Background: an optimization exercise with open tools, aiming at small area and a short achievable clock period. Do not read the settings as production practice. Function was checked by simulation only, so behaviour that the tests miss may differ from the original. Power figures rest on the tool's default switching activity, not on a simulated workload.

==> module exe_stage, before the edit <==
module exe_stage (
	input  wire        clk,
	input  wire        rst,
	input  wire [31:0] instr,
	input  wire [31:0] rs1,
	input  wire [31:0] rs2,
	input  wire [31:0] pc_next,
	output reg  [31:0] result,
	output reg         flag_n,
	output reg         flag_c,
	output reg         flag_v,
	output reg         flag_z,
	output reg         ready,
	output reg         branch,
	output reg  [31:0] target
	);
wire [2:0]  op    = instr[31:29];
wire [4:0]  opula = instr[28:24];
wire [3:0]  cond  = instr[23:20];
wire        bop   = instr[24];
wire        s15   = instr[15];
wire [31:0] imm   = {{16{s15}}, instr[15:0]};
wire en   = (op == 3'b001) | (op == 3'b010) | (op[2] & op[1]);
wire pcen = op[2] & (op[1] | op[0]);
wire op2  = (op == 3'b010);           
localparam [8:0] C_ADD   = 9'b1_____0___0__0___0___0___0__1__0;
localparam [8:0] C_ADDI  = 9'b1_____0___0__1___0___0___0__1__0;
localparam [8:0] C_INCA  = 9'b1_____0___1__1___0___0___0__1__0;
localparam [8:0] C_SUBD  = 9'b1_____1___0__0___0___0___0__1__0;
localparam [8:0] C_SUB   = 9'b1_____1___0__1___0___0___0__1__0;
localparam [8:0] C_DECA  = 9'b1_____1___1__0___0___0___0__1__0;
localparam [8:0] C_LSL   = 9'b0_____0___0__0___1___0___0__0__0;
localparam [8:0] C_RSL   = 9'b0_____0___0__0___0___1___0__0__0;
localparam [8:0] C_AND   = 9'b0_____0___0__0___0___0___1__0__0;
localparam [8:0] C_ANDNA = 9'b0_____1___0__0___0___0___1__1__1;   
localparam [8:0] C_ANDNB = 9'b0_____1___0__0___0___0___1__0__0;   
localparam [8:0] C_OR    = 9'b0_____0___0__0___0___0___1__1__0;
localparam [8:0] C_XOR   = 9'b0_____0___0__0___0___0___0__1__0;
localparam [8:0] C_NAND  = 9'b0_____0___0__0___0___0___1__0__1;
localparam [8:0] C_XNOR  = 9'b0_____0___0__0___0___0___0__1__1;
localparam [8:0] C_NOTA  = 9'b0_____1___1__0___0___0___0__1__0;   
localparam [8:0] C_ORNA  = 9'b0_____1___0__0___0___0___1__0__1;   
localparam [8:0] C_ORNB  = 9'b0_____1___0__0___0___0___1__1__0;   
localparam [8:0] C_NOR   = 9'b0_____0___0__0___0___0___1__1__1;
reg [8:0] dec;
always @(*) begin
	case (opula)
		5'd0, 5'd8, 5'd12, 5'd22: dec = C_ADD;
		5'd1:  dec = C_ADDI;
		5'd2:  dec = C_INCA;
		5'd3:  dec = C_SUBD;
		5'd4:  dec = C_SUB;
		5'd5:  dec = C_DECA;
		5'd6:  dec = C_LSL;
		5'd7:  dec = C_RSL;
		5'd9:  dec = C_AND;
		5'd10: dec = C_ANDNA;
		5'd11: dec = C_ANDNB;
		5'd13, 5'd15: dec = C_OR;
		5'd14: dec = C_XOR;
		5'd16: dec = C_NAND;
		5'd17: dec = C_XNOR;
		5'd18: dec = C_NOTA;
		5'd19: dec = C_ORNA;
		5'd20: dec = C_ORNB;
		5'd21: dec = C_NOR;
		default: dec = 9'b0;
	endcase
end
wire      opula_def = ~(opula[4] & (opula[3] | (opula[2] & opula[1] & opula[0])));
reg [8:0] ctrl_q;
wire [8:0] ctrl = opula_def ? dec : ctrl_q;
wire arith = ctrl[8], invb = ctrl[7], zb = ctrl[6], cin = ctrl[5];
wire shl = ctrl[4], shr = ctrl[3], sg = ctrl[2], sp = ctrl[1], oi = ctrl[0];
wire sub = invb;       
wire shift = shl | shr;
wire [31:0] A  = rs1;
wire [31:0] B  = op2 ? rs2 : imm;
wire        mR = op2 & ~zb;
wire        mI = ~op2 & ~zb;
wire [31:0] Bp = ((rs2 & {32{mR}}) | (imm & {32{mI}})) ^ {32{invb}};
wire [31:0] sum;
wire [31:0] carry;                            
wire        cout;
add_alu u_add (.a(A), .b(Bp), .cin(cin), .s(sum), .c(carry), .cout(cout));
wire [31:0] g = A & Bp;
wire [31:0] p = A ^ Bp;
wire [31:0] lu = ((g & {32{sg}}) | (p & {32{sp}})) ^ {32{oi}};
wire [31:0] X  = lu ^ (carry & {32{arith}});
wire [31:0] kz   = {g[30:0] | p[30:0], cin};
wire        zsum = ~|(p ^ kz);
function [31:0] rev32(input [31:0] x);
	integer k;
	for (k = 0; k < 32; k = k + 1) rev32[k] = x[31 - k];
endfunction
wire        big = |B[31:5];
wire [4:0]  k   = B[4:0];
wire [31:0] s0  = shl ? rev32(A) : A;
wire [31:0] s1  = k[0] ? {1'b0,  s0[31:1]}  : s0;
wire [31:0] s2  = k[1] ? {2'b0,  s1[31:2]}  : s1;
wire [31:0] s3  = k[2] ? {4'b0,  s2[31:4]}  : s2;
wire [31:0] s4  = k[3] ? {8'b0,  s3[31:8]}  : s3;
wire [31:0] sr  = k[4] ? {16'b0, s4[31:16]} : s4;
wire kX = ~rst & en & ~shift;
wire kL = ~rst & en & shl & ~big;
wire kR = ~rst & en & shr & ~big;
wire kH = ~rst & ~en;
wire [31:0] D = (X & {32{kX}}) | (rev32(sr) & {32{kL}}) | (sr & {32{kR}}) | (result & {32{kH}});
reg  rst_q;                                    
wire zq  = flag_z | rst_q;                     
wire ae  = en & arith;
wire n_d = ~rst & (ae ? sum[31] : flag_n);
wire c_d = ~rst & (ae ? cout ^ sub : flag_c);
wire zsh = big | ~|sr;
wire zlu = ~|lu;
wire z_d = ~rst & (en ? (arith ? zsum : (shift ? zsh : zlu)) : zq);
wire xv  = A[31] ^ B[31] ^ ~sub;               
wire v_d = ~rst & arith & (en ? (A[31] ^ sum[31]) & (xv | (zb & (A[31] ^ ~sub)))
                              : (A[31] ^ result[31]) & xv);
wire v_q = arith & (A[31] ^ result[31]) & xv;
reg  br;
always @(*) begin
	case (cond)
		4'd0: br = flag_n == bop;
		4'd1: br = zq == bop;
		4'd2: br = flag_c == bop;
		4'd3: br = (flag_n | zq) == bop;
		4'd4: br = v_q == bop;
		default: br = branch;
	endcase
end
wire br_d = ~rst & pcen & (op[1] | br);
wire [15:0] t_lo;
wire        c16;
add_tgt u_tgt (.a(pc_next[15:0]), .b(instr[15:0]), .cin(1'b0), .s(t_lo), .c(), .cout(c16));
wire        up = c16 & ~s15;
wire        dn = ~c16 & s15;
reg  [15:0] t_hi;
integer j;
always @(*) begin
	for (j = 0; j < 16; j = j + 1)
		t_hi[j] = pc_next[16 + j] ^ ((up & ((j == 0) | &(pc_next[16 +: 16] | ~({16{1'b1}} >> (16 - j)))))
		                            | (dn & ((j == 0) | ~|(pc_next[16 +: 16] & ({16{1'b1}} >> (16 - j))))));
end
wire [31:0] target_d = {t_hi, t_lo} & {32{~rst}};
always @(posedge clk) begin
	rst_q  <= rst;
	result <= D;
	flag_n <= n_d;
	flag_c <= c_d;
	flag_v <= v_d;
	flag_z <= z_d;
	ready  <= ~rst & en;
	branch <= br_d;
	target <= target_d;
	ctrl_q <= rst ? C_NOTA : ctrl;
end
endmodule
export LEC_CHECK = 0
export CAP_MARGIN = 20
export CORE_MARGIN = 2
export CORE_UTILIZATION = 40
export PLACE_DENSITY = 0.6
export SETUP_SLACK_MARGIN = 4.5
export SLEW_MARGIN = 20
export TNS_END_PERCENT = 0
create_clock -name core_clock -period 9.0 [get_ports {clk}]
standard.sh (not shown) runs the stock make flow with config.mk's settings and CLKGATE_MAP_FILE= SYNTH_SCRIPT=/design/flow/synth_recipe.tcl, a recipe that flattens the netlist after the stock synthesis.
==> flow/flow/run.sh <==
#!/bin/bash
# The standard layout (standard.sh), changed in three ways:
#  - synthesis maps with flow/abc_map.script (see flow/synth.tcl);
#  - full adders are not extracted into fa/ha cells before ABC
#    (ADDER_MAP_FILE empty), so the prefix adders keep their structure;
#  - the port buffers are buf_1 cells instead of the clkdlybuf4s50 delay
#    cell that buffer_ports picks by default.
set -o pipefail
export FLOW_FLOW_DIR="$PWD/flow"
export BUFFER_PORTS_ARGS="-buffer_cell sky130_fd_sc_hd__buf_1"
bash standard.sh ADDER_MAP_FILE= SYNTH_SCRIPT="$PWD/flow/synth.tcl" finish 2>&1 | tee make.log
==> flow/flow/abc_map.script <==
strash
dch
map -D 2500
buffer -p
upsize -D 2500
dnsize -D 2500
==> flow/flow/synth.tcl <==
# The standard flow's synthesis script (synth_recipe.tcl) with one change: the ABC pass
# uses flow/abc_map.script (delay-targeted mapping with area recovery)
# instead of ORFS's abc_speed.script. Registers are mapped before ABC runs,
# so they are the same as in the standard synthesis.
proc synth {args} { yosys synth -nofsm -noshare {*}$args }
proc fix_abc_args {name1 name2 op} {
  global abc_args
  set i [lsearch $abc_args -script]
  lset abc_args [expr {$i + 1}] $::env(FLOW_FLOW_DIR)/abc_map.script
}
trace add variable ::abc_args write fix_abc_args
source $::env(SCRIPTS_DIR)/synth.tcl
# left out here: clear keep_hierarchy, flatten, clean up, hide names made inside functions, write 1_2_yosys.v
==> next run, changes <==
--- a/flow/design.v
+++ b/flow/design.v
@@ -273,7 +273,5 @@
 wire [31:0] A  = rs1;
 wire [31:0] B  = op2 ? rs2 : imm;
-wire        mR = op2 & ~zb;
-wire        mI = ~op2 & ~zb;
-wire [31:0] Bp = ((rs2 & {32{mR}}) | (imm & {32{mI}})) ^ {32{invb}};
+wire [31:0] Bp = (op2 ? rs2 & {32{~zb}} : imm & {32{~zb}}) ^ {32{invb}};
 wire [31:0] sum;
 wire [31:0] carry;                            
Result:
- worst setup slack improves by 0.044 ns
- synthesized cell count goes up by 1.1%
- hold slack improves by 0.011 ns
- wire length goes down by 6.5%
- via count goes down by 4.3%
- final area goes down by 7.6%
- die area goes up by 1.7%
- total power goes down by 8.6%
- flip-flop and latch count does not change
- sequential share of layout area goes up by 1.0 points

exe_stage, a different RTL version from the one above (not shown whole).
Size: ~1,600 cells after synthesis, about 80 flip-flops, ~200 I/O pins, about 0.0092 mm2 of cells after synthesis.
==> module exe_stage, before the edit <==
module exe_stage (
	input  wire        clk,
	input  wire        rst,
	input  wire [31:0] instr,
	input  wire [31:0] rs1,
	input  wire [31:0] rs2,
	input  wire [31:0] pc_next,
	output reg  [31:0] result,
	output reg         flag_n,
	output reg         flag_c,
	output reg         flag_v,
	output reg         flag_z,
	output reg         ready,
	output reg         branch,
	output reg  [31:0] target
	);
wire [2:0]  op    = instr[31:29];
wire [4:0]  opula = instr[28:24];
wire [3:0]  cond  = instr[23:20];
wire        bop   = instr[24];
wire        s15   = instr[15];
wire [31:0] imm   = {{16{s15}}, instr[15:0]};
wire en   = (op == 3'b001) | (op == 3'b010) | (op[2] & op[1]);
wire pcen = op[2] & (op[1] | op[0]);
wire op2  = (op == 3'b010);           
localparam [8:0] C_ADD   = 9'b1_____0___0__0___0___0___0__1__0;
localparam [8:0] C_ADDI  = 9'b1_____0___0__1___0___0___0__1__0;
localparam [8:0] C_INCA  = 9'b1_____0___1__1___0___0___0__1__0;
localparam [8:0] C_SUBD  = 9'b1_____1___0__0___0___0___0__1__0;
localparam [8:0] C_SUB   = 9'b1_____1___0__1___0___0___0__1__0;
localparam [8:0] C_DECA  = 9'b1_____1___1__0___0___0___0__1__0;
localparam [8:0] C_LSL   = 9'b0_____0___0__0___1___0___0__0__0;
localparam [8:0] C_RSL   = 9'b0_____0___0__0___0___1___0__0__0;
localparam [8:0] C_AND   = 9'b0_____0___0__0___0___0___1__0__0;
localparam [8:0] C_ANDNA = 9'b0_____1___0__0___0___0___1__1__1;   
localparam [8:0] C_ANDNB = 9'b0_____1___0__0___0___0___1__0__0;   
localparam [8:0] C_OR    = 9'b0_____0___0__0___0___0___1__1__0;
localparam [8:0] C_XOR   = 9'b0_____0___0__0___0___0___0__1__0;
localparam [8:0] C_NAND  = 9'b0_____0___0__0___0___0___1__0__1;
localparam [8:0] C_XNOR  = 9'b0_____0___0__0___0___0___0__1__1;
localparam [8:0] C_NOTA  = 9'b0_____1___1__0___0___0___0__1__0;   
localparam [8:0] C_ORNA  = 9'b0_____1___0__0___0___0___1__0__1;   
localparam [8:0] C_ORNB  = 9'b0_____1___0__0___0___0___1__1__0;   
localparam [8:0] C_NOR   = 9'b0_____0___0__0___0___0___1__1__1;
reg [8:0] dec;
always @(*) begin
	case (opula)
		5'd0, 5'd8, 5'd12, 5'd22: dec = C_ADD;
		5'd1:  dec = C_ADDI;
		5'd2:  dec = C_INCA;
		5'd3:  dec = C_SUBD;
		5'd4:  dec = C_SUB;
		5'd5:  dec = C_DECA;
		5'd6:  dec = C_LSL;
		5'd7:  dec = C_RSL;
		5'd9:  dec = C_AND;
		5'd10: dec = C_ANDNA;
		5'd11: dec = C_ANDNB;
		5'd13, 5'd15: dec = C_OR;
		5'd14: dec = C_XOR;
		5'd16: dec = C_NAND;
		5'd17: dec = C_XNOR;
		5'd18: dec = C_NOTA;
		5'd19: dec = C_ORNA;
		5'd20: dec = C_ORNB;
		5'd21: dec = C_NOR;
		default: dec = 9'b0;
	endcase
end
wire      opula_def = ~(opula[4] & (opula[3] | (opula[2] & opula[1] & opula[0])));
reg [8:0] ctrl_q;
wire [8:0] ctrl = opula_def ? dec : ctrl_q;
wire arith = ctrl[8], invb = ctrl[7], zb = ctrl[6], cin = ctrl[5];
wire shl = ctrl[4], shr = ctrl[3], sg = ctrl[2], sp = ctrl[1], oi = ctrl[0];
wire sub = invb;       
wire shift = shl | shr;
wire [31:0] A  = rs1;
wire [31:0] B  = op2 ? rs2 : imm;
wire [31:0] Bp = (op2 ? rs2 & {32{~zb}} : imm & {32{~zb}}) ^ {32{invb}};
wire [31:0] sum;
wire [31:0] carry;                            
wire        cout;
add_alu u_add (.a(A), .b(Bp), .cin(cin), .s(sum), .c(carry), .cout(cout));
wire [31:0] g = A & Bp;
wire [31:0] p = A ^ Bp;
wire [31:0] lu = ((g & {32{sg}}) | (p & {32{sp}})) ^ {32{oi}};
wire [31:0] X  = lu ^ (carry & {32{arith}});
wire [31:0] kz   = {g[30:0] | p[30:0], cin};
wire        zsum = ~|(p ^ kz);
function [31:0] rev32(input [31:0] x);
	integer k;
	for (k = 0; k < 32; k = k + 1) rev32[k] = x[31 - k];
endfunction
wire        big = |B[31:5];
wire [4:0]  k   = B[4:0];
wire [31:0] s0  = shl ? rev32(A) : A;
wire [31:0] s1  = k[0] ? {1'b0,  s0[31:1]}  : s0;
wire [31:0] s2  = k[1] ? {2'b0,  s1[31:2]}  : s1;
wire [31:0] s3  = k[2] ? {4'b0,  s2[31:4]}  : s2;
wire [31:0] s4  = k[3] ? {8'b0,  s3[31:8]}  : s3;
wire [31:0] sr  = k[4] ? {16'b0, s4[31:16]} : s4;
wire kX = ~rst & en & ~shift;
wire kL = ~rst & en & shl & ~big;
wire kR = ~rst & en & shr & ~big;
wire kH = ~rst & ~en;
wire [31:0] D = (X & {32{kX}}) | (rev32(sr) & {32{kL}}) | (sr & {32{kR}}) | (result & {32{kH}});
reg  rst_q;                                    
wire zq  = flag_z | rst_q;                     
wire ae  = en & arith;
wire n_d = ~rst & (ae ? sum[31] : flag_n);
wire c_d = ~rst & (ae ? cout ^ sub : flag_c);
wire zsh = big | ~|sr;
wire zlu = ~|lu;
wire kZA = ~rst & en & arith;
wire kZS = ~rst & en & shift;
wire kZL = ~rst & en & ~arith & ~shift;
wire z_d = (kZA & zsum) | (kZS & zsh) | (kZL & zlu) | (kH & zq);
wire xv  = A[31] ^ B[31] ^ ~sub;               
wire v_d = ~rst & arith & (en ? (A[31] ^ sum[31]) & (xv | (zb & (A[31] ^ ~sub)))
                              : (A[31] ^ result[31]) & xv);
wire v_q = arith & (A[31] ^ result[31]) & xv;
reg  br;
always @(*) begin
	case (cond)
		4'd0: br = flag_n == bop;
		4'd1: br = zq == bop;
		4'd2: br = flag_c == bop;
		4'd3: br = (flag_n | zq) == bop;
		4'd4: br = v_q == bop;
		default: br = branch;
	endcase
end
wire br_d = ~rst & pcen & (op[1] | br);
wire [15:0] t_lo;
wire        c16;
add_tgt u_tgt (.a(pc_next[15:0]), .b(instr[15:0]), .cin(1'b0), .s(t_lo), .c(), .cout(c16));
wire        up = c16 & ~s15;
wire        dn = ~c16 & s15;
reg  [15:0] t_hi;
integer j;
always @(*) begin
	for (j = 0; j < 16; j = j + 1)
		t_hi[j] = pc_next[16 + j] ^ ((up & ((j == 0) | &(pc_next[16 +: 16] | ~({16{1'b1}} >> (16 - j)))))
		                            | (dn & ((j == 0) | ~|(pc_next[16 +: 16] & ({16{1'b1}} >> (16 - j))))));
end
wire [31:0] target_d = {t_hi, t_lo} & {32{~rst}};
always @(posedge clk) begin
	rst_q  <= rst;
	result <= D;
	flag_n <= n_d;
	flag_c <= c_d;
	flag_v <= v_d;
	flag_z <= z_d;
	ready  <= ~rst & en;
	branch <= br_d;
	target <= target_d;
	ctrl_q <= rst ? C_NOTA : ctrl;
end
endmodule
export LEC_CHECK = 0
export CAP_MARGIN = 20
export CORE_MARGIN = 2
export CORE_UTILIZATION = 40
export PLACE_DENSITY = 0.6
export SETUP_SLACK_MARGIN = 4.5
export SLEW_MARGIN = 20
export TNS_END_PERCENT = 0
create_clock -name core_clock -period 9.0 [get_ports {clk}]
Scripts as last shown in full above: flow/flow/run.sh, flow/flow/abc_map.script, flow/flow/synth.tcl
The starting point completed without violations.
Change:
--- a/flow/design.v
+++ b/flow/design.v
@@ -277,12 +277,12 @@
 wire [31:0] carry;                            
 wire        cout;
 add_alu u_add (.a(A), .b(Bp), .cin(cin), .s(sum), .c(carry), .cout(cout));
 wire [31:0] g = A & Bp;
 wire [31:0] p = A ^ Bp;
-wire [31:0] lu = ((g & {32{sg}}) | (p & {32{sp}})) ^ {32{oi}};
-wire [31:0] X  = lu ^ (carry & {32{arith}});
+wire [31:0] t  = (g & {32{sg}}) | (p & {32{sp}});
+wire [31:0] X  = t ^ ({32{oi}} | (carry & {32{arith}}));
 wire [31:0] kz   = {g[30:0] | p[30:0], cin};
 wire        zsum = ~|(p ^ kz);
 function [31:0] rev32(input [31:0] x);
 	integer k;
 	for (k = 0; k < 32; k = k + 1) rev32[k] = x[31 - k];
@@ -304,15 +304,12 @@
 wire zq  = flag_z | rst_q;                     
 wire ae  = en & arith;
 wire n_d = ~rst & (ae ? sum[31] : flag_n);
 wire c_d = ~rst & (ae ? cout ^ sub : flag_c);
 wire zsh = big | ~|sr;
-wire zlu = ~|lu;
-wire kZA = ~rst & en & arith;
-wire kZS = ~rst & en & shift;
-wire kZL = ~rst & en & ~arith & ~shift;
-wire z_d = (kZA & zsum) | (kZS & zsh) | (kZL & zlu) | (kH & zq);
+wire zlu = oi ? &t : ~|t;
+wire z_d = ~rst & (en ? (arith ? zsum : (shift ? zsh : zlu)) : zq);
 wire xv  = A[31] ^ B[31] ^ ~sub;               
 wire v_d = ~rst & arith & (en ? (A[31] ^ sum[31]) & (xv | (zb & (A[31] ^ ~sub)))
                               : (A[31] ^ result[31]) & xv);
 wire v_q = arith & (A[31] ^ result[31]) & xv;
 reg  br;
The new run ran to the end with no violations; cell area goes down by 7.5%; wire length drops by 1.5%; core utilization fell by 4.4 points; power drops by 8.3%; cell count fell by 2.5%; clock power came out higher by about 1%; die area went up by 0.75%.

-- re-timing with driven ports --
The results above use ideal ports. As a check the final layouts listed here were re-extracted and re-timed, cells and wires unchanged.
Step 1 sets driving cells, clkbuf_16 on the clock port and buf_2 on the other inputs (assumed; they add their load-dependent delay and slew).
Step 2 adds t to the input delays and takes it off the output delays; t is the mean of the earliest and latest rising clock arrival at the registers after step 1. Input paths then give back, and output paths get back, about the clock's delay inside the block.
Slacks: ideal ports / drivers / drivers and shift; pairs: ideal ports / drivers.
run	t (ns)	slack for setup (ns)	cell pins on the clock port's net
the first run of note 1	0.401	4.065 / 4.061 / 3.660	1
the second run of note 1	0.405	4.109 / 4.138 / 3.732	1
the first run of note 2	0.405	4.095 / 4.093 / 3.688	1
the second run of note 2	0.396	3.875 / 3.872 / 3.476	1
After both steps setup and hold are still met in every run listed. For the first run of note 2, which loses most, drivers alone change the setup slack by -0.002 ns; drivers and shift together by -0.407 ns.
